Source: an optimization exercise on an open RTL-to-GDS flow (aim: small area and a short achievable clock period). Production flows keep margins and buffers that such runs may drop.
At most, simulation tests tie the RTL to the original design; equivalence was not proved.
Only the layout flow was run in runs 3 and 9; the RTL was not checked for function there.
No driver is modelled on the clock port, so clock power and skew are understated where the tree is cut down; a real chip needs a root buffer or a tree.
Power is estimated from default activity; no workload was simulated.

--- flow/config.mk ---
export PLATFORM = sky130hd
export DESIGN_NAME = fifo_sync
export DESIGN_NICKNAME = fifo_sync
export VERILOG_FILES = /design/flow/design.v
export SDC_FILE = /design/flow/constraint.sdc
export NUM_CORES = 4
export LEC_CHECK = 0
export CAP_MARGIN = 20
export CORE_MARGIN = 2
export CORE_UTILIZATION = 40
export SLEW_MARGIN = 20
--- flow/constraint.sdc ---
create_clock -name core_clock -period 2.0 [get_ports {clk}]
set_input_delay 0.4000 -clock core_clock [delete_from_list [all_inputs] [get_ports {clk}]]
set_output_delay 0.4000 -clock core_clock [all_outputs]
set_load 0.01 [all_outputs]
--- flow/design.v ---
module fifo_sync(clk,rst,wen,ren,data_in,data_out,full,empty);
  input clk;
  input rst;
  input wen;
  input ren;
  input [31 : 0] data_in;
  output reg [31 : 0] data_out;
  output full, empty;
  reg [31:0] mem [7:0];
  reg [3:0] wptr;  
  reg [3:0] rptr;  
  always @(posedge clk) begin
    if(rst)
      wptr <= 0;
    else if(wen && ~full) begin
      mem[wptr[2:0]] <= data_in;
      wptr <= wptr + 1;
    end 
  end
  always @(posedge clk) begin
    if(rst) begin
      rptr <= 0;
      data_out <= 0;
    end
    else if(ren && ~empty) begin
      data_out <= mem[rptr[2:0]];
      rptr <= rptr + 1;
    end
  end
  assign full  = ({~wptr[3], wptr[2:0]} == rptr);
  assign empty = (wptr == rptr);
endmodule
--- flow/run.sh ---
#!/bin/bash
# synth_recipe.tcl (not shown) runs the flow's synth.tcl, then flattens the netlist and writes it again
# the make line also repeats each setting of config.mk as NAME=value (left out here)
make -C /OpenROAD-flow-scripts/flow DESIGN_CONFIG=/design/flow/config.mk WORK_HOME=/design/flow/orfs CLKGATE_MAP_FILE= SYNTH_SCRIPT=/design/flow/synth_recipe.tcl finish
==> impl_metrics.py, run 1 <==
metrics = {
    "yosys": {
        "synthesis.nets": 580,
        "synth_cells": 542,
        "seq_area_frac_synth": 0.753,
        "synth_compound_area_frac": 0.0408,
        "synth_top_area_frac": 0.682,
        "async_flop_share": 0,
        "ys_seq_elements": 296,
        "synth_top_area_cell": "edfxtp_1",
        "synth_xor_xnor_area_share": 0.00544,
        "synth_area_leaders": "edfxtp_1, mux4_2, dfxtp_1",
        "ys.flop_type": "edfxtp_1",
        "synth-edff-count": 256,
        "synth_top_family_by_area": "multiplexers",
        "yosys_warnings": 1,
        "synthSimpleGateAreaFrac": 0.0230,
        "synthMuxAreaShare": 0.158,
        "synth_cell_types": 31,
        "mappedNetlistArea_mm2": 0.0113,
        "synth_adder_area_share": 0.00222,
        "syn_avg_cell_area_um2": 20.8,
    },
    "global_route": {
        "overflow": 0,
        "grt_first_pass_wirelength_um": 34900,
        "first_global_vias": 5715,
        "gr-usage-all-layers": 0.159,
        "grt_max_degree": 68,
        "antenna_found_initial": 0,
    },
    "sta": {
        "drv_slew": 0,
        "finalSetupViolCount": 0,
        "skew_ps": 10.5,
        "fin_crit_sh": 0.977,
        "rsz0062_at_grt": "true",
        "finalHoldViolCount": 0,
        "period_needed_ps": 1950,
        "relSlewSlack": 0.508,
        "setup_tns_ps": 0,
        "worst_slew_pin_slew_ps": 738,
        "clock.fmax_mhz": 512,
        "holdWs_ps": 326,
    },
    "power_and_ir_drop": {
        "power.internal_mw": 11.8,
        "ir_drop_mv": 0.527,
        "power_density_mw_per_mm2": 1090,
        "leakage_nw": 4.35,
        "p_comb_frac": 0.161,
        "seqPwrFrac": 0.459,
        "p_switching_mw": 3.55,
        "pwr-share-clk": 0.380,
        "finalPower_mw": 15.4,
        "swShare": 0.231,
    },
    "critical_path": {
        "crit_type": "reg2out",
        "start_kind": "register",
        "path_max_fanout": 2,
        "cp_data_arrival_time_ps": 1550,
        "crit_required_ps": 1600,
        "crit_path_end_kind": "output port",
    },
    "clock_network": {
        "clock_sinks": 296,
        "cts_root_buf": "clkbuf_16",
        "htreeDepth": 1,
        "clk_pin_slew_ps": 60,
        "clockBufferDepth": 3,
        "clk_latency_ps": 550,
        "cts_tree": "built",
        "ctsHoldBuffers": 0,
        "cts_inserted_buffers": 30,
    },
    "drt": {
        "final_antenna_net_count": 0,
        "wire_per_inst_um": 22.0,
        "met3_length_um": 852,
        "routed_wl_um": 23200,
        "highest_layer": "met4",
        "first_iter_violations": 446,
        "drc": 0,
        "first_pass_iters": 4,
        "via_count": 5461,
        "wl_met1_um": 10400,
        "vias_per_cell": 5.19,
        "wl_met2_um": 11400,
    },
    "cells_and_area": {
        "area_growth_pct": 24.5,
        "fin_area_mm2": 0.0140,
        "mostFrequentLayoutCell": "edfxtp_1",
        "layout_common_cells": "edfxtp_1, clkdlybuf4s50_1, mux4_2, nor2_1, dfxtp_1",
        "nNetsFinal": 688,
        "n_fill_cell": 2247,
        "diodes": 0,
        "layout-drive-gt1-share": 0.319,
        "final_core_util": 0.505,
    },
    "placement": {
        "dp_hpwl_um": 14500,
        "dpl_cell_area_mm2": 0.0129,
        "gp_congestion": 0.746,
        "port_buffers": 69,
    },
    "floorplanning": {
        "die_x_um": 172,
        "num_rows": 61,
        "die-height_um": 172,
        "start_util": 0.406,
        "io_pins": 70,
        "core_area_mm2": 0.0278,
        "die_area_mm2": 0.0295,
    },
    "worst_hold_path": {
        "hp-class": "in2reg",
    },
    "status": {
        "status": "no timing/DRC/antenna violations",
    },
    "job": {
        "max_cap_violations": 0,
    },
}
-- power by group through the flow --
| stage | Clock, mW | Combinational, mW | Sequential [mW] |
|---|---|---|---|
| 6_report | 5.83 | 2.47 | 7.05 |
| 3_5_place_dp | 0 | 2.37 | 7.19 |
| 2_1_floorplan | 0 | 1.43 | 7.23 |
| 4_1_cts | 5.95 | 2.43 | 7.06 |
| 5_1_grt | 6.20 | 2.67 | 7.07 |
| 3_3_place_gp | 0 | 2.35 | 7.18 |
-- cell usage after synthesis (2+ instances only) --
library cell  number
a211oi_1           2
a211oi_2          30
a21oi_1            4
buf_1              2
buf_2             12
buf_4              7
buf_6              3
clkbuf_1          11
dfxtp_1           40
edfxtp_1         256
ha_1               2
mux2i_1           33
mux4_2            64
nand2_1            4
nand2b_1           3
nor2_1            43
nor3_1             4
o21ai_0            2
o41a_1             2
or3_1              2
xnor2_1            3
xor2_1             4
-- final cells by class --
cell class,instances,area [µm²],share of cell area
flip-flops and latches,296,8500,0.605
inverters,1,3.75,0.000267
clock inverters,18,216,0.0154
multi-input cells,210,2720,0.194
repair buffers,111,1290,0.0921
clock buffers,38,832,0.0593
well taps,378,473,0.0337
-- stage by stage --
| step | setup WS (ps) | cells |
|---|---|---|
| floorplan | -541 | 542 |
| detailed placement | -224 | 993 |
| global placement | -177 | 993 |
| global route | -15.1 | 1052 |
| finish | 45.9 | 1052 |
| CTS | -8.31 | 1050 |
-- registers in the layout (all words and copies together) (netlist names) --
register and flops:
data_out 32, rptr 4, mem 256, wptr 4
-- repair_timing --
item                                    CTS  global route
cloned                                    0             2
endpoints found under the setup margin   17           135
setup buffers                             1             0
pin swaps                                 2             1
gates resized for setup                  17            10
endpoints found under the hold margin     0             0
-- worst max-delay path, stage by stage, from the launching register on --
cell and delay [ps]:
dfxtp_2 330, xor2_2 170, or2_4 260, nor3_2 100, buf_2 150
-- path summary, 6_finish.rpt --
| check | from | endpoint | slack [ps] | cells after the start |
|---|---|---|---|---|
| hold / removal | rst | data_out[20] | 330 | 3 |
| setup / recovery | rptr[1] | empty | 50 | 4 |
| setup reg to reg | rptr[1] | mem[6][12] | 60 | 7 |
| hold reg to reg | data_out[5] | data_out[5] | 510 | 2 |
-- per-layer routing --
metal	vias up	GRT usage
met5	-	0
met3	32	0.0222
li1	2425	-
met4	0	0.0460
met1	2900	0.224
met2	104	0.262
-- kinds of logic (layout without fill, tap and decap cells) --
logic type / count (synthesis) / count (layout)
buffers and inverters: 36 / 168
AO/OA/AOI/OAI: 42 / 42
AND/OR/NAND/NOR: 61 / 61
XOR/XNOR: 7 / 7
flip-flops: 296 / 296
adder cells (fa/ha/maj): 2 / 2
multiplexers: 98 / 98
==> inputs of run 2 (changes only) <==
==> flow/design.v (replaced) <==
module fifo_sync(clk,rst,wen,ren,data_in,data_out,full,empty);
  input clk;
  input rst;
  input wen;
  input ren;
  input [31 : 0] data_in;
  output reg [31 : 0] data_out;
  output reg full, empty;
  reg [31:0] mem [7:0];
  reg [3:0] wj;      
  reg [3:0] rj;      
  reg nfull;         
  reg nempty;        
  function automatic [7:0] jdec(input [3:0] j);
    begin
      jdec[0] = ~j[3] & ~j[0];
      jdec[1] =  j[0] & ~j[1];
      jdec[2] =  j[1] & ~j[2];
      jdec[3] =  j[2] & ~j[3];
      jdec[4] =  j[3] &  j[0];
      jdec[5] = ~j[0] &  j[1];
      jdec[6] = ~j[1] &  j[2];
      jdec[7] = ~j[2] &  j[3];
    end
  endfunction
  function automatic [3:0] jinc(input [3:0] j);
    jinc = {j[2:0], ~j[3]};
  endfunction
  wire [7:0] wsel = jdec(wj);
  wire [7:0] rsel = jdec(rj);
  wire wr = wen & nfull;
  wire rd = ren & nempty;
  integer i;
  always @(posedge clk)
    for (i = 0; i < 8; i = i + 1)
      if (nfull & wsel[i])
        mem[i] <= data_in;
  wire take = rd & ~rst;
  wire hold = ~rd & ~rst;
  reg [31:0] rdata;
  always @* begin
    rdata = {32{hold}} & data_out;
    for (i = 0; i < 8; i = i + 1)
      rdata = rdata | ({32{take & rsel[i]}} & mem[i]);
  end
  always @(posedge clk)
    data_out <= rdata;
  wire almost_full  = (jinc(wj) == rj);    
  wire almost_empty = (jinc(rj) == wj);    
  reg full_n, empty_n;
  always @* begin
    full_n  = ~nfull;
    empty_n = ~nempty;
    if (wr & ~rd) begin
      empty_n = 1'b0;
      full_n  = almost_full;
    end
    if (rd & ~wr) begin
      full_n  = 1'b0;
      empty_n = almost_empty;
    end
  end
  always @(posedge clk) begin
    if (rst) begin
      wj     <= 4'd0;
      rj     <= 4'd0;
      full   <= 1'b0;
      empty  <= 1'b1;
      nfull  <= 1'b1;
      nempty <= 1'b0;
    end else begin
      if (wr) wj <= jinc(wj);
      if (rd) rj <= jinc(rj);
      full   <= full_n;
      empty  <= empty_n;
      nfull  <= ~full_n;
      nempty <= ~empty_n;
    end
  end
endmodule
--- a/flow/config.mk
+++ b/flow/config.mk
@@ -7,5 +7,5 @@
 export LEC_CHECK = 0
 export CAP_MARGIN = 20
 export CORE_MARGIN = 2
-export CORE_UTILIZATION = 40
+export CORE_UTILIZATION = 65
 export SLEW_MARGIN = 20
==> impl_metrics.py, run 2 <==
metrics = {
    "status": {
        "status": "no timing/DRC/antenna violations",
    },
    "critical_path": {
        "crit_required_ps": 1600,
        "cp_slowest_stage_delay_ps": 560,
        "cp_top_family": "buffers and inverters",
        "crit_chain": "clkdlybuf4s50_1",
        "path_max_fanout": 2,
        "cp_data_arrival_time_ps": 1470,
        "crit_path_end_kind": "output port",
        "crit_type": "reg2out",
        "crit_path_top_delay_cell": "clkdlybuf4s50_1",
        "start_kind": "register",
        "crit_buf_inv": 1,
    },
    "sta": {
        "worst_slew_pin_slew_ps": 831,
        "worst_slack_ps": 129,
        "drv_slew": 0,
        "clock.fmax_mhz": 535,
        "fin_crit_sh": 0.935,
        "skew_ps": 23.1,
        "finalHoldViolCount": 0,
        "rsz0062_at_grt": "false",
        "relSlewSlack": 0.445,
        "period_needed_ps": 1870,
        "finalSetupViolCount": 0,
    },
    "floorplanning": {
        "die-height_um": 135,
        "num_rows": 47,
        "start_util": 0.666,
        "core_area_mm2": 0.0166,
        "die_area_mm2": 0.0181,
        "io_pins": 70,
        "die_x_um": 135,
    },
    "cells_and_area": {
        "fin_cells": 1048,
        "regArea_mm2": 0.00857,
        "largest_reg_flops": 256,
        "nNetsFinal": 842,
        "diodes": 0,
        "area_growth_pct": 20.3,
        "layout-drive-gt1-share": 0.126,
        "layout_common_cells": "edfxtp_1, nand2_1, clkdlybuf4s50_1, dfxtp_1, nor2b_1",
        "multi_input_comb_area_mm2": 0.00235,
        "n_fill_cell": 904,
        "mostFrequentLayoutCell": "edfxtp_1",
        "fin_area_mm2": 0.0133,
    },
    "global_route": {
        "overflow": 0,
        "antenna_found_initial": 0,
        "grt_first_pass_wirelength_um": 40100,
        "grt_max_degree": 33,
        "first_global_vias": 6932,
        "gr-usage-all-layers": 0.300,
    },
    "power_and_ir_drop": {
        "finalPower_mw": 13.2,
        "leakage_nw": 4.46,
        "seqPwrFrac": 0.540,
        "p_switching_mw": 2.73,
        "power.internal_mw": 10.4,
        "pwr-share-clk": 0.407,
        "ir_drop_mv": 0.967,
        "swShare": 0.207,
        "p_comb_frac": 0.053,
        "power_density_mw_per_mm2": 988,
    },
    "clock_network": {
        "htreeDepth": 1,
        "clockBufferDepth": 3,
        "clock_sinks": 300,
        "clk_latency_ps": 550,
        "cts_tree": "built",
        "cts_setup_buffers": 0,
        "post_cts_resized": 0,
        "clk_pin_slew_ps": 60,
        "cts_inserted_buffers": 28,
        "ctsHoldBuffers": 0,
        "cts_root_buf": "clkbuf_16",
    },
    "yosys": {
        "seq_area_frac_synth": 0.773,
        "async_flop_share": 0,
        "syn_avg_cell_area_um2": 15.6,
        "ys_seq_elements": 300,
        "synthesis.nets": 746,
        "yosys_warnings": 2,
        "synth_top_area_frac": 0.693,
        "mappedNetlistArea_mm2": 0.0111,
        "synth-edff-count": 256,
        "synth_top_area_cell": "edfxtp_1",
        "yosysMostFrequentCell": "edfxtp_1",
        "synth_area_leaders": "edfxtp_1, dfxtp_1, a22o_1",
        "synth_cells": 710,
        "synth_cell_types": 38,
        "synthTopCellsByCount": "edfxtp_1, nand2_1, dfxtp_1",
        "ys.flop_type": "edfxtp_1",
    },
    "placement": {
        "dp_hpwl_um": 14200,
        "port_buffers": 69,
        "gp_congestion": 0.763,
        "dp_slack_ps": -231,
        "dpl_cell_area_mm2": 0.0124,
        "dp_cells": 996,
    },
    "drt": {
        "drc": 0,
        "first_iter_violations": 735,
        "first_pass_iters": 6,
        "routed_wl_um": 26500,
        "final_antenna_net_count": 0,
        "vias_per_cell": 6.58,
        "wire_per_inst_um": 25.3,
        "via_count": 6896,
    },
    "job": {
        "max_cap_violations": 0,
    },
    "worst_hold_path": {
        "hp-class": "reg2reg",
    },
}
==> run 2: power by group through the flow <==
stage / combinational, mW / sequential, mW / clock [mW]
after CTS: 0.697 / 7.11 / 5.40
after global routing: 0.744 / 7.13 / 5.63
final: 0.700 / 7.12 / 5.36
after global placement: 0.666 / 7.23 / 0
after detailed placement: 0.691 / 7.24 / 0
after floorplan: 0.284 / 7.23 / 0
==> run 2: worst register-to-register path: stages, from the launching register on <==
cell and delay [ps]:
dfxtp_1 570, nand3b_4 170, nor3_2 660, a222oi_1 220
nand4_1 170
==> run 2: cells by family after synthesis <==
kind of cell,synth area share
DFF,0.773
and+or+nand+nor,0.0888
AOI/OAI and AO/OA,0.113
buffers and inverters,0.0188
xor gates and xnor gates,0.00632
==> run 2: layout make-up <==
cell class | instances | share of cell area
Inverter | 3 | 0.000844
Tap cell | 220 | 0.0206
Multi-Input combinational cell | 360 | 0.176
Timing Repair Buffer | 113 | 0.0888
Sequential cell | 300 | 0.643
Clock inverter | 15 | 0.0127
Clock buffer | 37 | 0.0581
==> run 2: routing by layer <==
metal | GRT usage | vias up | wire [µm]
met3 | 0.0420 | 57 | 2190
li1 | - | 2978 | -
met5 | 0 | - | 0
met4 | 0.104 | 0 | 689
met2 | 0.506 | 371 | 13400
met1 | 0.408 | 3490 | 10200
==> run 2: worst paths after layout <==
kind | start | end | slack (ps) | cells past startpoint
setup / recovery | data_out[29] | data_out[29] | 130 | 1
hold / removal | mem[7][5] | data_out[5] | 460 | 2
setup reg to reg | nempty | data_out[0] | 160 | 4
hold reg to reg | mem[7][5] | data_out[5] | 460 | 2
==> run 2: metrics by stage <==
stage | utilization | TNS, ps | hold slack, ps
final | 0.801 | 0 | 455
after global routing | 0.801 | 0 | 470
after CTS | 0.801 | 0 | 457
after detailed placement | 0.745 | -3760 | 429
after global placement | 0.745 | -1910 | 422
after floorplan | - | -39450 | 421
==> inputs of run 3 (changes only) <==
--- a/flow/design.v
+++ b/flow/design.v
@@ -35,16 +35,15 @@
     for (i = 0; i < 8; i = i + 1)
       if (nfull & wsel[i])
         mem[i] <= data_in;
-  wire take = rd & ~rst;
-  wire hold = ~rd & ~rst;
   reg [31:0] rdata;
   always @* begin
-    rdata = {32{hold}} & data_out;
+    rdata = 32'd0;
     for (i = 0; i < 8; i = i + 1)
-      rdata = rdata | ({32{take & rsel[i]}} & mem[i]);
+      rdata = rdata | ({32{~rst & rsel[i]}} & mem[i]);
   end
   always @(posedge clk)
-    data_out <= rdata;
+    if (rd | rst)
+      data_out <= rdata;
   wire almost_full  = (jinc(wj) == rj);    
   wire almost_empty = (jinc(rj) == wj);    
   reg full_n, empty_n;
==> impl_metrics.py, run 3 <==
metrics = {
    "cells_and_area": {
        "largest_reg_flops": 256,
        "area_growth_pct": 20.1,
        "nNetsFinal": 745,
        "layout_common_cells": "edfxtp_1, a22oi_1, clkdlybuf4s50_1, buf_4, clkbuf_16",
        "regArea_mm2": 0.00889,
        "multi_input_comb_area_mm2": 0.00189,
        "final_core_util": 0.795,
        "mostFrequentLayoutCell": "edfxtp_1",
        "layout-drive-gt1-share": 0.134,
        "n_fill_cell": 887,
        "fin_area_mm2": 0.0131,
    },
    "critical_path": {
        "cp_data_arrival_time_ps": 2180,
        "crit_type": "reg2reg",
        "path_max_fanout": 14,
        "cp_slowest_stage_delay_ps": 580,
        "start_kind": "register",
        "crit_chain": "nor2b_1, buf_4, a222oi_1, a31oi_1, a21o_1",
        "crit_path_end_kind": "register",
        "crit_required_ps": 2280,
        "crit_path_top_delay_cell": "dfxtp_1",
    },
    "power_and_ir_drop": {
        "leakage_nw": 4.38,
        "ir_drop_mv": 0.783,
        "power_density_mw_per_mm2": 1020,
    },
    "drt": {
        "first_iter_violations": 622,
        "via_count": 6255,
        "drc": 0,
        "final_antenna_net_count": 0,
        "vias_per_cell": 6.58,
        "first_pass_iters": 8,
        "routed_wl_um": 24500,
        "wire_per_inst_um": 25.8,
    },
    "yosys": {
        "mappedNetlistArea_mm2": 0.0109,
        "yosysMostFrequentCell": "edfxtp_1",
        "synth_xor_xnor_area_share": 0.00640,
        "synth_adder_area_share": 0,
        "ys.flop_type": "edfxtp_1",
        "syn_avg_cell_area_um2": 18.0,
        "yosys_warnings": 2,
        "seq_area_frac_synth": 0.812,
        "synth_top_area_frac": 0.790,
        "synth_compound_area_frac": 0.132,
        "ys_seq_elements": 300,
        "synth_top_area_cell": "edfxtp_1",
        "synthMuxAreaShare": 0,
        "synth_top_family_by_area": "compound AO/OA/AOI/OAI gates",
        "synth-edff-count": 288,
        "synthesis.nets": 643,
        "async_flop_share": 0,
        "synthSimpleGateAreaFrac": 0.0310,
        "synth_cells": 607,
        "synth_cell_types": 41,
        "synth_area_leaders": "edfxtp_1, a22oi_1, dfxtp_1",
        "synthTopCellsByCount": "edfxtp_1, a22oi_1, a21oi_1",
    },
    "clock_network": {
        "clk_latency_ps": 530,
        "clk_pin_slew_ps": 60,
        "cts_setup_buffers": 0,
        "cts_tree": "built",
        "clockBufferDepth": 3,
        "htreeDepth": 1,
        "cts_root_buf": "clkbuf_16",
        "clock_sinks": 300,
        "cts_inserted_buffers": 29,
    },
    "global_route": {
        "grt_first_pass_wirelength_um": 37000,
        "grt_max_degree": 33,
        "gr-usage-all-layers": 0.280,
        "overflow": 0,
        "antenna_found_initial": 2,
        "first_global_vias": 6464,
    },
    "placement": {
        "gp_congestion": 0.751,
        "dpl_cell_area_mm2": 0.0122,
        "port_buffers": 69,
        "dp_hpwl_um": 13700,
        "dp_slack_ps": 41.5,
    },
    "sta": {
        "worst_slack_ps": 105,
        "period_needed_ps": 1900,
        "finalSetupViolCount": 0,
        "fin_crit_sh": 0.948,
        "rsz0062_at_grt": "false",
        "drv_slew": 0,
        "setup_tns_ps": 0,
        "worst_slew_pin_slew_ps": 746,
        "finalHoldViolCount": 0,
        "relSlewSlack": 0.502,
        "clock.fmax_mhz": 528,
        "skew_ps": 13.3,
    },
    "floorplanning": {
        "start_util": 0.662,
        "io_pins": 70,
        "die-height_um": 134,
        "die_area_mm2": 0.0179,
        "num_rows": 47,
        "die_x_um": 134,
        "core_area_mm2": 0.0165,
    },
    "status": {
        "status": "no timing/DRC/antenna violations",
    },
    "worst_hold_path": {
        "hp-class": "in2reg",
    },
    "job": {
        "max_cap_violations": 0,
    },
}
-- run 3: changes by cell type after synthesis, moves of 12 or more --
| cell | change |
|---|---|
| nand2_1 | -69 |
| a22oi_1 | +66 |
| nor2b_1 | -33 |
| dfxtp_1 | -32 |
| edfxtp_1 | +32 |
| o21ai_0 | -25 |
| nand4_1 | -22 |
| a22o_1 | -21 |
| a222oi_1 | -15 |
| a31oi_1 | +13 |
| a21o_1 | -12 |
-- run 3: path summary, 6_finish.rpt --
| kind | depth (start not counted) | slack [ps] | end | startpoint |
|---|---|---|---|---|
| min reg2reg | 1 | 520 | data_out[1] | mem[2][1] |
| min | 3 | 400 | rj[0] | rst |
| max reg2reg | 5 | 100 | data_out[5] | rj[1] |
| max | 5 | 100 | data_out[5] | rj[1] |
-- run 3: critical path: cells and delay by family (launching register included) --
| family | cells | cell delay (ps) |
|---|---|---|
| simple gates | 1 | 130 |
| compound gates | 3 | 700 |
| flops | 1 | 580 |
| buf+inv | 1 | 230 |
-- run 3: timing repair --
item	CTS	global route
gates resized for setup	1	2
setup endpoints to repair	1	12
gates cloned	0	0
hold buffers	0	0
-- run 3: kinds of logic after synthesis --
kind of cell           after synthesis
XOR/XNOR                             8
AND/OR/NAND/NOR                     65
flip-flops                         300
AO/OA/AOI/OAI                      189
buffers and inverters               45
-- run 3: layout make-up --
class | instances | area share
sequential | 300 | 0.676
inverter | 5 | 0.00143
multi-input combinational | 262 | 0.144
tap | 220 | 0.0209
timing repair buffer | 111 | 0.0860
clock buffer | 34 | 0.0567
clock inverter | 17 | 0.0145
antenna | 1 | 0.000190
-- run 3: layer usage --
layer  wire (µm)  vias up  global-route usage
li1            -     2724                   -
met5          13        -                   0
met4         560        2              0.0928
met3        1800       40              0.0411
met1        9630     3185               0.381
met2       12500      304               0.473
-- run 3: through the flow --
| step | hold WS (ps) | power (mW) | cells |
|---|---|---|---|
| 3_3_place_gp | 499 | 8.16 | 898 |
| 2_1_floorplan | 456 | 7.71 | 607 |
| 6_report | 398 | 13.4 | 950 |
| 3_5_place_dp | 510 | 8.18 | 898 |
| 5_1_grt | 414 | 13.8 | 950 |
| 4_1_cts | 367 | 13.5 | 949 |
-- run 3: where the power goes --
group | leakage, nW | total (mW) | internal, mW | switching [mW]
Clock | 0.448 | 5.35 | 3.16 | 2.18
Sequential | 2.79 | 7.26 | 7.17 | 0.0851
Combinational | 1.14 | 0.802 | 0.359 | 0.443
==> inputs of run 4 (changes only) <==
--- a/flow/design.v
+++ b/flow/design.v
@@ -35,15 +35,16 @@
     for (i = 0; i < 8; i = i + 1)
       if (nfull & wsel[i])
         mem[i] <= data_in;
+  wire take = rd & ~rst;
+  wire hold = ~rd & ~rst;
   reg [31:0] rdata;
   always @* begin
-    rdata = 32'd0;
+    rdata = {32{hold}} & data_out;
     for (i = 0; i < 8; i = i + 1)
-      rdata = rdata | ({32{~rst & rsel[i]}} & mem[i]);
+      rdata = rdata | ({32{take & rsel[i]}} & mem[i]);
   end
   always @(posedge clk)
-    if (rd | rst)
-      data_out <= rdata;
+    data_out <= rdata;
   wire almost_full  = (jinc(wj) == rj);    
   wire almost_empty = (jinc(rj) == wj);    
   reg full_n, empty_n;
==> flow/flow/run.sh (new file) <==
#!/bin/bash
# Standard layout, with the output-port buffers made ordinary buffers after
# global placement (the standard port buffering picks a slow delay cell).
set -uo pipefail
here=$(pwd)
bash standard.sh finish POST_GLOBAL_PLACE_TCL="$here/flow/outbuf.tcl" > "$here/standard.log" 2>&1
==> flow/flow/outbuf.tcl (new file) <==
# Output-port buffers become buf_2.
foreach inst [get_cells output*] {
  replace_cell $inst sky130_fd_sc_hd__buf_2
}
puts "outbuf.tcl: resized [llength [get_cells output*]] output buffers"
==> flow/standard.sh (new file) <==
#!/bin/bash
# synth_recipe.tcl (not shown) runs the flow's synth.tcl, then flattens the netlist and writes it again
# the make line also repeats each setting of config.mk as NAME=value (left out here)
make -C /OpenROAD-flow-scripts/flow DESIGN_CONFIG=/design/flow/config.mk WORK_HOME=/design/flow/orfs CLKGATE_MAP_FILE= SYNTH_SCRIPT=/design/flow/synth_recipe.tcl "${@:-finish}"
removed: flow/run.sh
==> impl_metrics.py, run 4 <==
metrics = {
    "global_route": {
        "grt_max_degree": 33,
        "antenna_found_initial": 0,
        "gr-usage-all-layers": 0.285,
        "overflow": 0,
        "grt_first_pass_wirelength_um": 38600,
        "first_global_vias": 6783,
    },
    "power_and_ir_drop": {
        "leakage_nw": 4.56,
        "power_density_mw_per_mm2": 1020,
        "ir_drop_mv": 0.900,
        "finalPower_mw": 13.6,
    },
    "clock_network": {
        "cts_tree": "built",
        "clock_sinks": 300,
        "htreeDepth": 1,
        "cts_inserted_buffers": 30,
        "clk_pin_slew_ps": 60,
        "clockBufferDepth": 3,
        "clk_latency_ps": 540,
        "post_cts_resized": 0,
        "cts_setup_buffers": 0,
        "ctsHoldBuffers": 0,
        "cts_root_buf": "clkbuf_16",
    },
    "sta": {
        "finalHoldViolCount": 0,
        "period_needed_ps": 1790,
        "setup_tns_ps": 0,
        "worst_slew_pin_slew_ps": 870,
        "relSlewSlack": 0.419,
        "drv_slew": 0,
        "clock.fmax_mhz": 559,
        "fin_crit_sh": 0.895,
        "rsz0062_at_grt": "false",
        "skew_ps": 8.39,
        "finalSetupViolCount": 0,
    },
    "yosys": {
        "synth-edff-count": 256,
        "yosys_warnings": 2,
        "synthesis.nets": 746,
        "ys_seq_elements": 300,
        "ys.flop_type": "edfxtp_1",
        "synth_area_leaders": "edfxtp_1, dfxtp_1, a22o_1",
        "seq_area_frac_synth": 0.773,
        "synth_cells": 710,
        "synth_cell_types": 38,
        "synth_top_area_cell": "edfxtp_1",
        "synth_top_area_frac": 0.693,
        "synthTopCellsByCount": "edfxtp_1, nand2_1, dfxtp_1",
        "mappedNetlistArea_mm2": 0.0111,
        "syn_avg_cell_area_um2": 15.6,
        "yosysMostFrequentCell": "edfxtp_1",
        "async_flop_share": 0,
    },
    "cells_and_area": {
        "nNetsFinal": 844,
        "area_growth_pct": 19.6,
        "mostFrequentLayoutCell": "edfxtp_1",
        "diodes": 0,
        "n_fill_cell": 930,
        "layout_common_cells": "edfxtp_1, nand2_1, dfxtp_1, nor2b_1, a22o_1",
        "multi_input_comb_area_mm2": 0.00235,
        "regArea_mm2": 0.00857,
        "largest_reg_flops": 256,
        "layout-drive-gt1-share": 0.165,
    },
    "drt": {
        "routed_wl_um": 25400,
        "via_count": 6773,
        "final_antenna_net_count": 0,
        "vias_per_cell": 6.44,
        "first_iter_violations": 746,
        "drc": 0,
        "wire_per_inst_um": 24.2,
        "first_pass_iters": 5,
    },
    "critical_path": {
        "crit_path_end_kind": "register",
        "crit_type": "reg2reg",
        "cp_data_arrival_time_ps": 2270,
        "crit_required_ps": 2480,
        "cp_slowest_stage_delay_ps": 590,
        "path_max_fanout": 10,
        "crit_path_top_delay_cell": "nor3_2",
        "crit_chain": "nand3b_4, nor3_2, a222oi_1, nand4_1",
        "start_kind": "register",
        "cp_top_family": "simple AND/OR/NAND/NOR gates",
        "crit_buf_inv": 0,
    },
    "floorplanning": {
        "die_area_mm2": 0.0181,
        "die-height_um": 135,
        "die_x_um": 135,
        "io_pins": 70,
        "start_util": 0.666,
        "core_area_mm2": 0.0166,
        "num_rows": 47,
    },
    "job": {
        "max_cap_violations": 0,
    },
    "placement": {
        "port_buffers": 69,
        "dp_hpwl_um": 14100,
    },
    "worst_hold_path": {
        "hp-class": "reg2reg",
    },
    "status": {
        "status": "no timing/DRC/antenna violations",
    },
}
-- run 4: cell types whose count changed after synthesis, moves of 25 or more --
cell / before / now
nor2b_1: 6 / 39
nand2_1: 15 / 84
a22oi_1: 81 / 15
o21ai_0: 0 / 25
dfxtp_1: 12 / 44
edfxtp_1: 288 / 256
-- run 4: cells by family after synthesis --
| family | count (synthesis) | share of synthesized area |
|---|---|---|
| XOR/XNOR | 8 | 0.00632 |
| AO/OA/AOI/OAI | 162 | 0.113 |
| buffers and inverters | 50 | 0.0188 |
| AND/OR/NAND/NOR | 190 | 0.0888 |
| flip-flops | 300 | 0.773 |
-- run 4: final cells by class --
class | instances | area share
clock buffer | 36 | 0.0614
multi-input combinational | 360 | 0.177
tap | 220 | 0.0207
sequential | 300 | 0.646
timing repair buffer | 113 | 0.0764
clock inverter | 19 | 0.0174
inverter | 3 | 0.000849
-- run 4: path summary, 6_finish.rpt --
path                                 start           end  slack, ps  cells past startpoint
worst max-delay path                nempty  data_out[17]        210                      4
worst min-delay path            mem[7][24]  data_out[24]        450                      2
worst max register to register      nempty  data_out[17]        210                      4
worst min register to register  mem[7][24]  data_out[24]        450                      2
-- run 4: per-stage QoR --
| stage | std cells | hold slack [ps] | util | instance area (µm²) | setup slack (ps) |
|---|---|---|---|---|---|
| floorplan | 710 | 421 | - | 11100 | -449 |
| CTS | 1051 | 450 | 0.797 | 13300 | 209 |
| detailed placement | 996 | 429 | 0.734 | 12200 | -225 |
| global placement | 996 | 422 | 0.745 | 12400 | -159 |
| finish | 1051 | 451 | 0.797 | 13300 | 211 |
| global route | 1051 | 477 | 0.797 | 13300 | 111 |
-- run 4: where the power goes --
part | total [mW] | switching [mW] | leakage [nW] | internal (mW)
combinational | 0.654 | 0.393 | 1.34 | 0.261
clock | 5.83 | 2.29 | 0.502 | 3.54
sequential | 7.11 | 0.0853 | 2.72 | 7.03
-- run 4: worst reg2reg max path, stage by stage (launching register included) --
cell      delay [ps]
dfxtp_1          570
nand3b_4         180
nor3_2           590
a222oi_1         230
nand4_1          160
-- run 4: metal layers --
layer  share of wire  global-route usage  vias to the layer above
li1                -                   -                     2980
met1            0.39               0.403                     3395
met2            0.51               0.481                      351
met3           0.082              0.0357                       47
met4           0.018              0.0749                        0
met5               0                   0                        -
==> inputs of run 5 (changes only) <==
--- a/flow/config.mk
+++ b/flow/config.mk
@@ -8,4 +8,5 @@
 export CAP_MARGIN = 20
 export CORE_MARGIN = 2
 export CORE_UTILIZATION = 65
+export SETUP_SLACK_MARGIN = 0.8
 export SLEW_MARGIN = 20
==> impl_metrics.py, run 5 <==
metrics = {
    "status": {
        "status": "finished with violations",
        "so.violations": "setup timing",
    },
    "clock_network": {
        "clk_latency_ps": 560,
        "ctsHoldBuffers": 0,
        "cts_root_buf": "clkbuf_16",
        "clockBufferDepth": 3,
        "clk_pin_slew_ps": 80,
        "clock_sinks": 300,
        "htreeDepth": 1,
        "cts_tree": "built",
        "cts_inserted_buffers": 29,
    },
    "critical_path": {
        "crit_chain": "inv_8, buf_16, a22o_1, a222oi_1, o21ai_1",
        "crit_buf_inv": 2,
        "start_kind": "register",
        "crit_path_top_delay_cell": "a222oi_1",
        "crit_type": "reg2reg",
        "worst-path-stages": 5,
        "crit_required_ps": 2390,
        "path_max_fanout": 7,
        "ff2ff_path_depth": 5,
        "cp_top_family": "compound AO/OA/AOI/OAI gates",
        "cp_data_arrival_time_ps": 2510,
        "cp_slowest_stage_delay_ps": 860,
        "crit_path_end_kind": "register",
    },
    "global_route": {
        "gr-usage-all-layers": 0.383,
        "first_global_vias": 7913,
        "overflow": 0,
        "grt_max_degree": 35,
        "antenna_found_initial": 3,
        "grt_first_pass_wirelength_um": 49900,
    },
    "job": {
        "max_cap_violations": 0,
    },
    "power_and_ir_drop": {
        "finalPower_mw": 14.2,
        "power.internal_mw": 11.0,
        "pwr-share-clk": 0.418,
        "ir_drop_mv": 0.976,
        "seqPwrFrac": 0.505,
        "power_density_mw_per_mm2": 923,
        "p_comb_frac": 0.077,
        "swShare": 0.225,
        "p_switching_mw": 3.19,
        "leakage_nw": 5.43,
    },
    "placement": {
        "dp_hpwl_um": 14300,
        "port_buffers": 69,
        "dp_slack_ps": -52.3,
        "dp_cells": 1004,
    },
    "sta": {
        "worst_slew_pin_slew_ps": 1040,
        "finalSetupViolCount": 2,
        "holdWs_ps": 459,
        "finalHoldViolCount": 0,
        "fin_crit_sh": 1.06,
        "period_needed_ps": 2130,
        "relSlewSlack": 0.310,
        "worst_slack_ps": -127,
        "clock.fmax_mhz": 470,
        "skew_ps": 18.8,
        "rsz0062_at_grt": "true",
        "drv_slew": 0,
    },
    "yosys": {
        "synthMuxAreaShare": 0,
        "seq_area_frac_synth": 0.773,
        "synth_top_family_by_area": "compound AO/OA/AOI/OAI gates",
        "async_flop_share": 0,
        "synthSimpleGateAreaFrac": 0.0888,
        "synth_top_area_frac": 0.693,
        "yosysMostFrequentCell": "edfxtp_1",
        "syn_avg_cell_area_um2": 15.6,
        "synth_cells": 710,
        "ys.flop_type": "edfxtp_1",
        "mappedNetlistArea_mm2": 0.0111,
        "ys_seq_elements": 300,
        "synth_compound_area_frac": 0.113,
        "synth_cell_types": 38,
        "synth_area_leaders": "edfxtp_1, dfxtp_1, a22o_1",
        "synthTopCellsByCount": "edfxtp_1, nand2_1, dfxtp_1",
        "synth_top_area_cell": "edfxtp_1",
        "synth_adder_area_share": 0,
        "synth_xor_xnor_area_share": 0.00632,
        "synth-edff-count": 256,
        "synthesis.nets": 746,
        "yosys_warnings": 2,
    },
    "cells_and_area": {
        "layout_common_cells": "edfxtp_1, nand2_1, buf_6, buf_4, nor2b_1",
        "final_core_util": 0.923,
        "fin_cells": 1154,
        "n_fill_cell": 492,
        "area_growth_pct": 38.6,
        "mostFrequentLayoutCell": "edfxtp_1",
        "nNetsFinal": 946,
        "layout-drive-gt1-share": 0.349,
        "largest_reg_flops": 256,
    },
    "drt": {
        "first_iter_violations": 1637,
        "first_pass_iters": 9,
        "vias_per_cell": 7.33,
        "wire_per_inst_um": 35.1,
        "via_count": 8457,
        "routed_wl_um": 40500,
        "final_antenna_net_count": 0,
        "drc": 0,
    },
    "floorplanning": {
        "die_x_um": 135,
        "die-height_um": 135,
        "io_pins": 70,
        "core_area_mm2": 0.0166,
        "start_util": 0.666,
        "die_area_mm2": 0.0181,
        "num_rows": 47,
    },
    "worst_hold_path": {
        "hp-class": "reg2reg",
        "whs_path_depth": 2,
    },
}
==> run 5: cell counts after synthesis <==
No cell type changed its count.
==> run 5: metrics by stage <==
| stage | setup TNS (ps) | area [µm²] |
|---|---|---|
| final | -149 | 15400 |
| after global routing | -229 | 15400 |
| after CTS | 0 | 14800 |
| after detailed placement | -287 | 12300 |
| after global placement | -24.1 | 12500 |
| after floorplan | 0 | 11300 |
==> run 5: power groups by stage <==
stage	registers, mW	logic (mW)	clock network, mW
after floorplan	7.23	0.325	0
after global placement	7.24	0.670	0
after detailed placement	7.25	0.651	0
after CTS	7.13	0.901	5.76
after global routing	7.17	1.10	6.10
final	7.16	1.09	5.93
==> run 5: final timing paths <==
check / slack [ps] / from / endpoint
min reg2reg: 460 / mem[7][22] / data_out[22]
max reg2reg: -130 / rj[1] / data_out[25]
min: 460 / mem[7][22] / data_out[22]
max: -130 / rj[1] / data_out[25]
==> run 5: cell families (layout without fill, tap and decap cells) <==
group | count (synthesis) | count (layout)
xor gates and xnor gates | 8 | 8
DFF | 300 | 300
buffers and inverters | 50 | 272
other | 0 | 1
and+or+nand+nor | 190 | 191
AOI/OAI and AO/OA | 162 | 162
==> run 5: per-layer routing <==
layer / share of wire / global-route usage / vias to the layer above
met2: 0.46 / 0.611 / 960
li1: - / - / 3199
met5: 0.00064 / 0 / -
met1: 0.30 / 0.509 / 4008
met3: 0.16 / 0.0927 / 286
met4: 0.075 / 0.175 / 4
==> run 5: final cells by class <==
class	count	area (µm²)	share of cell area
sequential	300	8650	0.563
timing repair buffer	215	2770	0.181
multi-input combinational	361	2620	0.171
clock buffer	39	803	0.0523
tap	220	275	0.0179
clock inverter	15	208	0.0135
inverter	3	31.3	0.00204
antenna	1	2.50	0.000163
==> run 5: worst min-delay path, stage by stage, from the launching register on <==
cell,delay (ps)
edfxtp_1,320
nand2_1,60
nand4_1,60
==> run 5: repair_timing <==
action	CTS	global route
buffers inserted	52	22
pin swaps	31	34
resized for setup	176	57
gates cloned	15	6
endpoints found under the setup margin	330	313
==> inputs of run 6 (changes only) <==
--- a/flow/config.mk
+++ b/flow/config.mk
@@ -8,5 +8,5 @@
 export CAP_MARGIN = 20
 export CORE_MARGIN = 2
 export CORE_UTILIZATION = 65
-export SETUP_SLACK_MARGIN = 0.8
+export SETUP_SLACK_MARGIN = 0.5
 export SLEW_MARGIN = 20
==> impl_metrics.py, run 6 <==
metrics = {
    "status": {
        "status": "no timing/DRC/antenna violations",
    },
    "yosys": {
        "mappedNetlistArea_mm2": 0.0111,
        "seq_area_frac_synth": 0.773,
        "syn_avg_cell_area_um2": 15.6,
        "synthesis.nets": 746,
        "ys_seq_elements": 300,
        "synth_top_area_frac": 0.693,
        "synth-edff-count": 256,
        "async_flop_share": 0,
        "synth_top_area_cell": "edfxtp_1",
        "synthTopCellsByCount": "edfxtp_1, nand2_1, dfxtp_1",
        "synth_cell_types": 38,
        "yosysMostFrequentCell": "edfxtp_1",
        "yosys_warnings": 2,
        "synth_cells": 710,
        "ys.flop_type": "edfxtp_1",
        "synth_area_leaders": "edfxtp_1, dfxtp_1, a22o_1",
    },
    "sta": {
        "clock.fmax_mhz": 663,
        "finalHoldViolCount": 0,
        "setup_tns_ps": 0,
        "relSlewSlack": 0.735,
        "worst_slack_ps": 493,
        "period_needed_ps": 1510,
        "skew_ps": 12.0,
        "finalSetupViolCount": 0,
        "drv_slew": 0,
        "holdWs_ps": 413,
        "worst_slew_pin_slew_ps": 393,
        "fin_crit_sh": 0.754,
        "rsz0062_at_grt": "true",
    },
    "power_and_ir_drop": {
        "p_switching_mw": 2.61,
        "seqPwrFrac": 0.556,
        "power_density_mw_per_mm2": 959,
        "swShare": 0.204,
        "pwr-share-clk": 0.392,
        "p_comb_frac": 0.052,
        "power.internal_mw": 10.2,
        "ir_drop_mv": 0.938,
        "leakage_nw": 4.60,
    },
    "clock_network": {
        "cts_root_buf": "clkbuf_16",
        "clockBufferDepth": 3,
        "clk_pin_slew_ps": 60,
        "ctsHoldBuffers": 0,
        "clock_sinks": 300,
        "clk_latency_ps": 540,
        "cts_tree": "built",
        "htreeDepth": 1,
        "cts_inserted_buffers": 29,
    },
    "critical_path": {
        "cp_slowest_stage_delay_ps": 370,
        "crit_type": "reg2reg",
        "cp_data_arrival_time_ps": 1910,
        "cp_top_family": "compound AO/OA/AOI/OAI gates",
        "crit_buf_inv": 2,
        "crit_chain": "clkinvlp_4, buf_6, a22o_1, a222oi_1, nand4_1",
        "crit_required_ps": 2400,
        "start_kind": "register",
        "crit_path_top_delay_cell": "dfxtp_4",
        "ff2ff_setup_slack_ps": 490,
        "path_max_fanout": 14,
        "crit_path_end_kind": "register",
    },
    "floorplanning": {
        "die_x_um": 135,
        "die-height_um": 135,
        "die_area_mm2": 0.0181,
        "start_util": 0.666,
        "core_area_mm2": 0.0166,
        "io_pins": 70,
        "num_rows": 47,
    },
    "cells_and_area": {
        "layout_common_cells": "edfxtp_1, nand2_1, buf_4, nor2b_1, a22o_1",
        "n_fill_cell": 936,
        "final_core_util": 0.801,
        "area_growth_pct": 20.2,
        "regArea_mm2": 0.00859,
        "fin_cells": 1063,
        "nNetsFinal": 858,
        "layout-drive-gt1-share": 0.196,
        "largest_reg_flops": 256,
        "multi_input_comb_area_mm2": 0.00241,
        "mostFrequentLayoutCell": "edfxtp_1",
        "diodes": 0,
    },
    "drt": {
        "final_antenna_net_count": 0,
        "first_iter_violations": 681,
        "routed_wl_um": 25000,
        "wire_per_inst_um": 23.5,
        "vias_per_cell": 6.34,
        "first_pass_iters": 6,
        "via_count": 6736,
        "drc": 0,
    },
    "global_route": {
        "gr-usage-all-layers": 0.278,
        "first_global_vias": 6792,
        "antenna_found_initial": 0,
        "grt_first_pass_wirelength_um": 37600,
        "grt_max_degree": 35,
        "overflow": 0,
    },
    "worst_hold_path": {
        "hp-class": "in2reg",
    },
    "placement": {
        "dp_slack_ps": -139,
        "dp_hpwl_um": 14400,
        "dp_cells": 1003,
        "port_buffers": 69,
    },
    "job": {
        "max_cap_violations": 0,
    },
}
run 6: area by class of cell:
class / instances / area share
timing repair buffer: 128 / 0.0869
tap: 220 / 0.0206
inverter: 3 / 0.00197
multi-input combinational: 360 / 0.181
sequential: 300 / 0.644
clock buffer: 44 / 0.0601
clock inverter: 8 / 0.00525
run 6: kinds of logic (layout without fill, tap and decap cells):
group | count (synthesis) | in the layout | share of synthesized area
xor+xnor | 8 | 8 | 0.00632
compound gates | 162 | 162 | 0.113
buf+inv | 50 | 183 | 0.0188
flops | 300 | 300 | 0.773
simple gates | 190 | 190 | 0.0888
run 6: path summary, 6_finish.rpt:
check,startpoint,endpoint,cells past startpoint
hold / removal,rst,nempty,3
setup / recovery,rj[1],data_out[29],5
setup reg to reg,rj[1],data_out[29],5
hold reg to reg,mem[7][20],data_out[20],2
run 6: power groups by stage:
stage	Clock [mW]	Sequential (mW)	Combinational, mW
floorplan	0	7.23	0.297
global placement	0	7.23	0.661
detailed placement	0	7.24	0.645
CTS	5.07	7.12	0.658
global route	5.32	7.13	0.714
finish	5.01	7.11	0.666
run 6: timing repair:
item	CTS	global route
gates resized for setup	32	16
setup buffers	5	2
setup endpoints to repair	124	31
pin swaps	3	4
gates cloned	0	1
run 6: tightest hold or removal path, cell delays in order:
cell	delay [ps]
dlygate4sd2_1	290
buf_4	180
a21oi_1	40
run 6: metrics by stage:
step                      power (mW)  cell area, µm²
after global routing            13.2           13300
after floorplan                 7.53           11200
after detailed placement        7.89           12200
after CTS                       12.8           13200
final                           12.8           13300
after global placement          7.89           12400
run 6: metal layers:
layer / global-route usage / up-vias / share of wire
met5: 0 / - / 0
met4: 0.0877 / 0 / 0.022
met3: 0.0383 / 54 / 0.074
met2: 0.477 / 286 / 0.51
met1: 0.375 / 3392 / 0.39
li1: - / 3004 / -
==> inputs of run 7 (changes only) <==
==> flow/flow/run.sh (replaced) <==
#!/bin/bash
# The standard layout, with three changes:
#  - output-port buffers become buf_2 after global placement (outbuf.tcl);
#  - CTS without dummy loads, in clusters of at most 20 sinks;
#  - after CTS the clock port drives four branch buffers directly instead of
#    a root buffer and two branch buffers (post_cts.tcl, retree.tcl).
set -uo pipefail
here=$(pwd)
bash standard.sh finish \
  POST_GLOBAL_PLACE_TCL="$here/flow/outbuf.tcl" \
  POST_CTS_TCL="$here/flow/post_cts.tcl" \
  CTS_ARGS="-sink_clustering_enable -repair_clock_nets -sink_clustering_size 20 -sink_clustering_max_diameter 60 -dont_use_dummy_load" \
  > "$here/standard.log" 2>&1
==> flow/flow/post_cts.tcl (new file) <==
# After CTS: rebuild the top of the clock tree (retree.tcl), legalize, and
# repair timing again with the new clock arrival times.
source [file join [file dirname [info script]] retree.tcl]
detailed_placement
estimate_parasitics -placement
repair_timing -setup_margin $::env(SETUP_SLACK_MARGIN) -hold_margin $::env(HOLD_SLACK_MARGIN) -repair_tns 100 -verbose
detailed_placement
check_placement -verbose
estimate_parasitics -placement
report_clock_latency -clock core_clock
==> flow/flow/retree.tcl (new file) <==
# Rebuild the top of the clock tree: the clock port drives up to four
# clkbuf_16 branch buffers (one per quadrant of the leaf buffers), each placed
# at the centre of its leaves; CTS's root and branch buffers are removed.
set blk [ord::get_db_block]
set master [[ord::get_db] findMaster sky130_fd_sc_hd__clkbuf_16]
set clknet [$blk findNet clk]
set leaves {}
set old {}
foreach inst [$blk getInsts] {
  set n [$inst getName]
  if {[string match clkbuf_leaf_* $n]} { lappend leaves $inst }
  if {[string match clkbuf_0_* $n] || [string match clkbuf_1_* $n]} { lappend old $inst }
}
# centre of the leaves
set sx 0; set sy 0
foreach l $leaves { set b [$l getBBox]; set sx [expr {$sx + (([$b xMin]+[$b xMax])/2)}]; set sy [expr {$sy + (([$b yMin]+[$b yMax])/2)}] }
set cx [expr {$sx / [llength $leaves]}]
set cy [expr {$sy / [llength $leaves]}]
array set grp {0 {} 1 {} 2 {} 3 {}}
foreach l $leaves {
  set b [$l getBBox]
  set q [expr {((([$b xMin]+[$b xMax])/2) >= $cx ? 1 : 0) + ((([$b yMin]+[$b yMax])/2) >= $cy ? 2 : 0)}]
  lappend grp($q) $l
}
# remove old top of tree
foreach inst $old {
  set xn [[$inst findITerm X] getNet]
  [$inst findITerm A] disconnect
  [$inst findITerm X] disconnect
  odb::dbInst_destroy $inst
  if {$xn ne "NULL" && [llength [$xn getITerms]] == 0} { odb::dbNet_destroy $xn }
}
set k 0
foreach q {0 1 2 3} {
  if {[llength $grp($q)] == 0} continue
  set bx 0; set by 0
  foreach l $grp($q) { set b [$l getBBox]; set bx [expr {$bx + (([$b xMin]+[$b xMax])/2)}]; set by [expr {$by + (([$b yMin]+[$b yMax])/2)}] }
  set bx [expr {$bx / [llength $grp($q)]}]
  set by [expr {$by / [llength $grp($q)]}]
  set buf [odb::dbInst_create $blk $master clkbuf_top_$k]
  $buf setLocation $bx $by
  $buf setPlacementStatus PLACED
  set net [odb::dbNet_create $blk clknet_top_$k]
  $net setSigType CLOCK
  [$buf findITerm A] connect $clknet
  [$buf findITerm X] connect $net
  foreach l $grp($q) {
    set a [$l findITerm A]
    $a disconnect
    $a connect $net
  }
  incr k
}
puts "retree.tcl: clock port drives $k branch buffers over [llength $leaves] leaf buffers"
--- a/flow/config.mk
+++ b/flow/config.mk
@@ -8,5 +8,5 @@
 export CAP_MARGIN = 20
 export CORE_MARGIN = 2
 export CORE_UTILIZATION = 65
-export SETUP_SLACK_MARGIN = 0.5
+export SETUP_SLACK_MARGIN = 0.7
 export SLEW_MARGIN = 20
==> impl_metrics.py, run 7 <==
metrics = {
    "critical_path": {
        "crit_buf_inv": 2,
        "start_kind": "register",
        "crit_required_ps": 2180,
        "path_max_fanout": 11,
        "ff2ff_path_depth": 5,
        "cp_data_arrival_time_ps": 1850,
        "startpoint": "rj[3]",
        "r2r_start": "rj[3]",
        "cp_slowest_stage_delay_ps": 460,
        "crit_chain": "buf_4, clkbuf_16, a22o_1, a222oi_1, o21ai_1",
        "cp_top_family": "compound AO/OA/AOI/OAI gates",
        "r2r_end": "data_out[25]",
        "crit_path_end_kind": "register",
        "ff2ff_setup_slack_ps": 330,
        "crit_type": "reg2reg",
        "crit_path_top_delay_cell": "a222oi_1",
    },
    "drt": {
        "wire_per_inst_um": 29.0,
        "via_count": 7439,
        "routed_wl_um": 31200,
        "vias_per_cell": 6.90,
        "final_antenna_net_count": 0,
        "first_iter_violations": 905,
        "first_pass_iters": 5,
        "drc": 0,
    },
    "global_route": {
        "grt_max_degree": 35,
        "grt_first_pass_wirelength_um": 43200,
        "overflow": 0,
        "first_global_vias": 7312,
        "gr-usage-all-layers": 0.327,
        "antenna_found_initial": 0,
    },
    "floorplanning": {
        "start_util": 0.666,
        "core_area_mm2": 0.0166,
        "io_pins": 70,
        "die_x_um": 135,
        "die_area_mm2": 0.0181,
        "die-height_um": 135,
        "num_rows": 47,
    },
    "status": {
        "status": "no timing/DRC/antenna violations",
    },
    "power_and_ir_drop": {
        "p_comb_frac": 0.074,
        "power.internal_mw": 9.19,
        "power_density_mw_per_mm2": 818,
        "p_switching_mw": 2.39,
        "ir_drop_mv": 0.919,
        "pwr-share-clk": 0.310,
        "swShare": 0.206,
        "seqPwrFrac": 0.615,
        "leakage_nw": 4.90,
    },
    "yosys": {
        "syn_avg_cell_area_um2": 15.6,
        "mappedNetlistArea_mm2": 0.0111,
        "synth_area_leaders": "edfxtp_1, dfxtp_1, a22o_1",
        "async_flop_share": 0,
        "yosys_warnings": 2,
        "ys_seq_elements": 300,
        "synth_top_area_cell": "edfxtp_1",
        "seq_area_frac_synth": 0.773,
        "synth_cell_types": 38,
        "synthTopCellsByCount": "edfxtp_1, nand2_1, dfxtp_1",
        "yosysMostFrequentCell": "edfxtp_1",
        "synth_top_area_frac": 0.693,
        "synth_cells": 710,
        "ys.flop_type": "edfxtp_1",
        "synthesis.nets": 746,
        "synth-edff-count": 256,
    },
    "sta": {
        "period_needed_ps": 1670,
        "relSlewSlack": 0.662,
        "worst_slew_pin_slew_ps": 507,
        "finalHoldViolCount": 0,
        "fin_crit_sh": 0.835,
        "drv_slew": 0,
        "skew_ps": 23.4,
        "holdWs_ps": 442,
        "clock.fmax_mhz": 599,
        "setup_tns_ps": 0,
        "finalSetupViolCount": 0,
        "rsz0062_at_grt": "true",
    },
    "clock_network": {
        "clk_latency_ps": 310,
        "clock_sinks": 300,
        "clk_pin_slew_ps": 80,
    },
    "cells_and_area": {
        "regArea_mm2": 0.00864,
        "n_fill_cell": 763,
        "largest_reg_flops": 256,
        "diodes": 0,
        "multi_input_comb_area_mm2": 0.00260,
        "layout_common_cells": "edfxtp_1, nand2_1, buf_6, buf_4",
        "mostFrequentLayoutCell": "edfxtp_1",
        "nNetsFinal": 899,
        "layout-drive-gt1-share": 0.300,
        "area_growth_pct": 27.6,
        "fin_cells": 1078,
    },
    "placement": {
        "dp_cells": 998,
        "dp_hpwl_um": 14400,
        "port_buffers": 69,
    },
    "job": {
        "max_cap_violations": 0,
    },
    "worst_hold_path": {
        "hold_path_end": "data_out[5]",
        "hp-class": "reg2reg",
        "worstHoldStart": "mem[7][5]",
        "whs_path_depth": 2,
    },
}
run 7: cell counts after synthesis:
No cell type changed its count.
run 7: kinds of logic after synthesis:
logic type,Yosys count,share of synthesized area
and+or+nand+nor,190,0.0888
xor gates and xnor gates,8,0.00632
DFF,300,0.773
AOI/OAI and AO/OA,162,0.113
buffers and inverters,50,0.0188
run 7: final cells by class, clock buffers not listed:
class / count / share of cell area
inverter: 3 / 0.00257
sequential: 300 / 0.611
timing repair buffer: 175 / 0.148
multi-input combinational: 360 / 0.184
buffer: 4 / 0.00708
tap: 220 / 0.0195
run 7: worst min-delay path, stage by stage (launching register included):
cell	delay (ps)
edfxtp_1	320
nand2_1	50
nand4_1	60
run 7: power groups by stage:
stage	combinational, mW	clock (mW)	sequential, mW
2_1_floorplan	0.322	0	7.23
3_3_place_gp	0.685	0	7.23
3_5_place_dp	0.669	0	7.24
5_1_grt	0.900	3.80	7.14
6_report	0.861	3.59	7.13
run 7: worst max path at each step:
stage / to / slack (ps) / cells past startpoint
5_1_grt: data_out[23] / 390 / 5
3_5_place_dp: data_out[20] / -100 / 6
6_report: data_out[25] / 330 / 5
3_3_place_gp: data_out[25] / -20 / 6
2_1_floorplan: mem[0][0] / 240 / 2
run 7: per-stage QoR:
stage	total power [mW]	utilization	cell area (µm²)	worst slack (ps)
after floorplan	7.55	-	11300	241
after global placement	7.92	0.751	12500	-23.8
after detailed placement	7.91	0.741	12300	-95.7
after global routing	11.8	0.850	14100	387
final	11.6	0.850	14100	331
run 7: layer usage:
layer / track usage / wire length, µm / part of all wire
met1: 0.442 / 11400 / 0.37
met2: 0.535 / 15300 / 0.49
met3: 0.0604 / 3290 / 0.11
met4: 0.135 / 1190 / 0.038
met5: 0 / 0 / 0
==> inputs of run 8 (changes only) <==
--- a/flow/config.mk
+++ b/flow/config.mk
@@ -5,6 +5,7 @@
 export SDC_FILE = /design/flow/constraint.sdc
 export NUM_CORES = 4
 export LEC_CHECK = 0
+export ABC_CLOCK_PERIOD_IN_PS = 800
 export CAP_MARGIN = 20
 export CORE_MARGIN = 2
 export CORE_UTILIZATION = 65
==> impl_metrics.py, run 8 <==
metrics = {
    "sta": {
        "skew_ps": 23.4,
        "relSlewSlack": 0.662,
        "finalSetupViolCount": 0,
        "worst_slack_ps": 331,
        "clock.fmax_mhz": 599,
        "worst_slew_pin_slew_ps": 507,
        "fin_crit_sh": 0.835,
        "period_needed_ps": 1670,
        "drv_slew": 0,
        "rsz0062_at_grt": "true",
        "finalHoldViolCount": 0,
    },
    "yosys": {
        "yosysMostFrequentCell": "edfxtp_1",
        "async_flop_share": 0,
        "mappedNetlistArea_mm2": 0.0111,
        "syn_avg_cell_area_um2": 15.6,
        "ys.flop_type": "edfxtp_1",
        "synth_cells": 710,
        "yosys_warnings": 2,
        "synthesis.nets": 746,
        "ys_seq_elements": 300,
        "synth_cell_types": 38,
        "synth_area_leaders": "edfxtp_1, dfxtp_1, a22o_1",
        "synth_top_area_frac": 0.693,
        "synthTopCellsByCount": "edfxtp_1, nand2_1, dfxtp_1",
        "synth_top_area_cell": "edfxtp_1",
        "seq_area_frac_synth": 0.773,
        "synth-edff-count": 256,
    },
    "critical_path": {
        "cp_data_arrival_time_ps": 1850,
        "crit_required_ps": 2180,
        "ff2ff_setup_slack_ps": 330,
        "crit_type": "reg2reg",
        "start_kind": "register",
        "r2r_start": "rj[3]",
        "ff2ff_path_depth": 5,
        "path_max_fanout": 11,
        "crit_path_end_kind": "register",
        "r2r_end": "data_out[25]",
    },
    "cells_and_area": {
        "layout_common_cells": "edfxtp_1, nand2_1, buf_6, buf_4",
        "fin_cells": 1078,
        "area_growth_pct": 27.6,
        "layout-drive-gt1-share": 0.300,
        "largest_reg_flops": 256,
        "final_core_util": 0.850,
        "mostFrequentLayoutCell": "edfxtp_1",
        "diodes": 0,
        "nNetsFinal": 899,
    },
    "global_route": {
        "grt_first_pass_wirelength_um": 43200,
        "antenna_found_initial": 0,
        "gr-usage-all-layers": 0.327,
        "grt_max_degree": 35,
        "overflow": 0,
        "first_global_vias": 7312,
    },
    "floorplanning": {
        "die_area_mm2": 0.0181,
        "start_util": 0.666,
        "io_pins": 70,
        "num_rows": 47,
        "core_area_mm2": 0.0166,
        "die_x_um": 135,
        "die-height_um": 135,
    },
    "power_and_ir_drop": {
        "ir_drop_mv": 0.919,
        "power.internal_mw": 9.19,
        "pwr-share-clk": 0.310,
        "swShare": 0.206,
        "seqPwrFrac": 0.615,
        "power_density_mw_per_mm2": 818,
        "p_switching_mw": 2.39,
        "leakage_nw": 4.90,
        "p_comb_frac": 0.074,
    },
    "job": {
        "max_cap_violations": 0,
    },
    "placement": {
        "dp_slack_ps": -95.7,
        "dp_cells": 998,
        "dp_hpwl_um": 14400,
        "port_buffers": 69,
    },
    "drt": {
        "vias_per_cell": 6.90,
        "drc": 0,
        "first_pass_iters": 5,
        "wire_per_inst_um": 29.0,
        "first_iter_violations": 905,
        "final_antenna_net_count": 0,
        "routed_wl_um": 31200,
        "via_count": 7439,
    },
    "worst_hold_path": {
        "whs_path_depth": 2,
        "hold_path_end": "data_out[5]",
        "worstHoldStart": "mem[7][5]",
        "hp-class": "reg2reg",
    },
    "clock_network": {
        "clk_latency_ps": 310,
        "clock_sinks": 300,
        "clk_pin_slew_ps": 80,
    },
    "status": {
        "status": "no timing/DRC/antenna violations",
    },
}
[run 8: layout make-up, clock buffers not listed]
type | count | area [µm²]
plain buffers | 4 | 100
fillers | 763 | 2500
inverters | 3 | 36.3
multi-input cells | 360 | 2600
flip-flops and latches | 300 | 8640
well taps | 220 | 275
repair buffers | 175 | 2090
[run 8: kinds of logic after synthesis]
family	count (synthesis)	synth area share
xor gates and xnor gates	8	0.00632
DFF	300	0.773
AOI/OAI and AO/OA	162	0.113
buffers and inverters	50	0.0188
and+or+nand+nor	190	0.0888
[run 8: worst max-delay path by stage]
stage,slack (ps),cells past startpoint,end,startpoint
after floorplan,240,2,mem[0][0],nfull
after global placement,-20,6,data_out[25],ren
after detailed placement,-100,6,data_out[20],rst
after global routing,390,5,data_out[23],rj[3]
final,330,5,data_out[25],rj[3]
[run 8: per-stage QoR]
stage	hold slack [ps]	total power [mW]	area, µm²	TNS (ps)
detailed placement	435	7.91	12300	-841
finish	442	11.6	14100	0
global placement	421	7.92	12500	-139
global route	467	11.8	14100	0
floorplan	421	7.55	11300	0
[run 8: critical path, stage by stage (launching register included)]
cell,delay [ps]
dfxtp_4,410
buf_4,160
clkbuf_16,170
a22o_1,210
a222oi_1,460
o21ai_1,140
[run 8: power by group through the flow]
stage                     registers [mW]  clock network, mW  logic (mW)
after floorplan                     7.23                  0       0.322
after global placement              7.23                  0       0.685
after detailed placement            7.24                  0       0.669
after global routing                7.14               3.80       0.900
final                               7.13               3.59       0.861
[run 8: layer usage]
layer	share of wire	wire (µm)	GRT usage
met5	0	0	0
met4	0.038	1190	0.135
met3	0.11	3290	0.0604
met2	0.49	15300	0.535
met1	0.37	11400	0.442
==> inputs of run 9 (changes only) <==
--- a/flow/design.v
+++ b/flow/design.v
@@ -35,16 +35,15 @@
     for (i = 0; i < 8; i = i + 1)
       if (nfull & wsel[i])
         mem[i] <= data_in;
-  wire take = rd & ~rst;
-  wire hold = ~rd & ~rst;
   reg [31:0] rdata;
   always @* begin
-    rdata = {32{hold}} & data_out;
+    rdata = 32'd0;
     for (i = 0; i < 8; i = i + 1)
-      rdata = rdata | ({32{take & rsel[i]}} & mem[i]);
+      rdata = rdata | ({32{~rst & rsel[i]}} & mem[i]);
   end
   always @(posedge clk)
-    data_out <= rdata;
+    if (rd | rst)
+      data_out <= rdata;
   wire almost_full  = (jinc(wj) == rj);    
   wire almost_empty = (jinc(rj) == wj);    
   reg full_n, empty_n;
==> impl_metrics.py, run 9 <==
metrics = {
    "status": {
        "status": "no timing/DRC/antenna violations",
    },
    "critical_path": {
        "r2r_start": "rj[1]",
        "ff2ff_setup_slack_ps": 280,
        "cp_slowest_stage_delay_ps": 360,
        "crit_path_top_delay_cell": "dfxtp_4",
        "path_max_fanout": 6,
        "cp_data_arrival_time_ps": 1750,
        "ff2ff_path_depth": 9,
        "crit_buf_inv": 6,
        "crit_chain": "buf_6, buf_6, inv_8, buf_16, buf_4, buf_6, a22oi_2, a2bb2oi_2, nand3_1",
        "cpMostUsedCell": "buf_6",
        "cp_top_family": "buffers and inverters",
        "start_kind": "register",
        "crit_required_ps": 2030,
        "crit_type": "reg2reg",
        "crit_path_end_kind": "register",
        "r2r_end": "data_out[19]",
    },
    "worst_hold_path": {
        "hp-class": "reg2reg",
        "hold_path_end": "data_out[17]",
        "whs_path_depth": 1,
        "worstHoldStart": "mem[2][17]",
    },
    "placement": {
        "dp_cells": 888,
        "dp_hpwl_um": 13200,
        "port_buffers": 69,
        "dp_slack_ps": 154,
        "dpl_cell_area_mm2": 0.0121,
    },
    "drt": {
        "routed_wl_um": 29000,
        "final_antenna_net_count": 0,
        "drc": 0,
        "wire_per_inst_um": 28.9,
        "first_pass_iters": 8,
        "via_count": 6895,
        "vias_per_cell": 6.85,
        "first_iter_violations": 932,
    },
    "sta": {
        "drv_slew": 0,
        "relSlewSlack": 0.699,
        "holdWs_ps": 524,
        "setup_tns_ps": 0,
        "skew_ps": 26.4,
        "finalSetupViolCount": 0,
        "worst_slew_pin_slew_ps": 449,
        "rsz0062_at_grt": "true",
        "finalHoldViolCount": 0,
        "worst_slack_ps": 283,
        "fin_crit_sh": 0.858,
        "period_needed_ps": 1720,
        "clock.fmax_mhz": 583,
    },
    "power_and_ir_drop": {
        "finalPower_mw": 11.8,
        "ir_drop_mv": 0.935,
        "power_density_mw_per_mm2": 821,
        "leakage_nw": 4.91,
    },
    "yosys": {
        "yosysMostFrequentCell": "edfxtp_1",
        "synthesis.nets": 643,
        "synth_area_leaders": "edfxtp_1, a22oi_1, dfxtp_1",
        "synth_cells": 607,
        "synth_top_area_frac": 0.790,
        "ys.flop_type": "edfxtp_1",
        "synth-edff-count": 288,
        "ys_seq_elements": 300,
        "async_flop_share": 0,
        "mappedNetlistArea_mm2": 0.0109,
        "syn_avg_cell_area_um2": 18.0,
        "seq_area_frac_synth": 0.812,
        "synth_cell_types": 41,
        "synthTopCellsByCount": "edfxtp_1, a22oi_1, a21oi_1",
        "synth_top_area_cell": "edfxtp_1",
        "yosys_warnings": 2,
    },
    "cells_and_area": {
        "diodes": 0,
        "layout_common_cells": "edfxtp_1, buf_4, a22oi_2, a22oi_1, buf_6",
        "regArea_mm2": 0.00892,
        "layout-drive-gt1-share": 0.377,
        "area_growth_pct": 31.0,
        "multi_input_comb_area_mm2": 0.00239,
        "final_core_util": 0.867,
        "nNetsFinal": 827,
        "largest_reg_flops": 256,
        "mostFrequentLayoutCell": "edfxtp_1",
        "n_fill_cell": 679,
        "fin_area_mm2": 0.0143,
        "fin_cells": 1006,
    },
    "clock_network": {
        "clk_latency_ps": 310,
        "clk_pin_slew_ps": 80,
        "clock_sinks": 300,
    },
    "floorplanning": {
        "num_rows": 47,
        "die_x_um": 134,
        "die_area_mm2": 0.0179,
        "start_util": 0.662,
        "core_area_mm2": 0.0165,
        "die-height_um": 134,
        "io_pins": 70,
    },
    "global_route": {
        "overflow": 0,
        "grt_first_pass_wirelength_um": 41100,
        "antenna_found_initial": 0,
        "first_global_vias": 6772,
        "gr-usage-all-layers": 0.317,
        "grt_max_degree": 33,
    },
    "job": {
        "max_cap_violations": 0,
    },
}
## run 9: changes by cell type in the layout (fill, tap and decap cells not counted), sizes merged, moves of 13 or more
cell	previous run	this run
buf	132	159
a31oi	0	13
o21ai	27	0
dfxtp	44	12
a22o	36	15
nand2	84	15
nor2b	39	6
a22oi	15	81
nand4	22	0
a222oi	26	11
edfxtp	256	288
## run 9: final cells by class, clock buffers not listed
type / instances / share of cell area
sequential: 300 / 0.623
inverter: 5 / 0.00332
timing repair buffer: 199 / 0.153
tap: 220 / 0.0192
buffer: 4 / 0.00699
multi-input combinational: 262 / 0.167
## run 9: logic make-up after synthesis
kind of cell | Yosys count | synth area share
simple gates | 65 | 0.0310
compound gates | 189 | 0.132
flops | 300 | 0.812
xor+xnor | 8 | 0.00640
buf+inv | 45 | 0.0182
## run 9: worst reg2reg max path: stages (launching register included)
cell and delay, ps:
dfxtp_4 360, buf_6 90, buf_6 100, inv_8 40, buf_16 130, buf_4 130, buf_6 110, a22oi_2 210
a2bb2oi_2 160, nand3_1 110
## run 9: how the worst max path moves through the flow
stage / depth (start not counted) / slack, ps / to / start
global placement: 4 / -5 / data_out[6] / rst
global route: 7 / 270 / data_out[7] / rj[1]
finish: 9 / 280 / data_out[19] / rj[1]
detailed placement: 4 / 150 / data_out[17] / ren
floorplan: 2 / 240 / mem[0][0] / nfull
## run 9: where the power goes
part,internal (mW),switching (mW),total [mW]
clock,1.79,1.77,3.56
sequential,7.16,0.103,7.26
combinational,0.428,0.524,0.952
total,9.38,2.39,11.8
## run 9: layer usage
layer | track usage | vias to the layer above | share of wire | wire (µm)
met4 | 0.106 | 0 | 0.037 | 1080
met2 | 0.546 | 475 | 0.51 | 14800
met3 | 0.0575 | 82 | 0.099 | 2870
li1 | - | 2872 | - | -
met1 | 0.415 | 3466 | 0.36 | 10300
met5 | 0 | - | 0 | 0

Re-timed with assumed drivers on the ports (clkbuf_16 on the clock, buf_2 on other inputs), run 9 has 0.283 ns of setup slack against 0.283 ns with ideal ports, and 0.231 ns once port delays also move by the mid clock arrival of 0.399 ns.
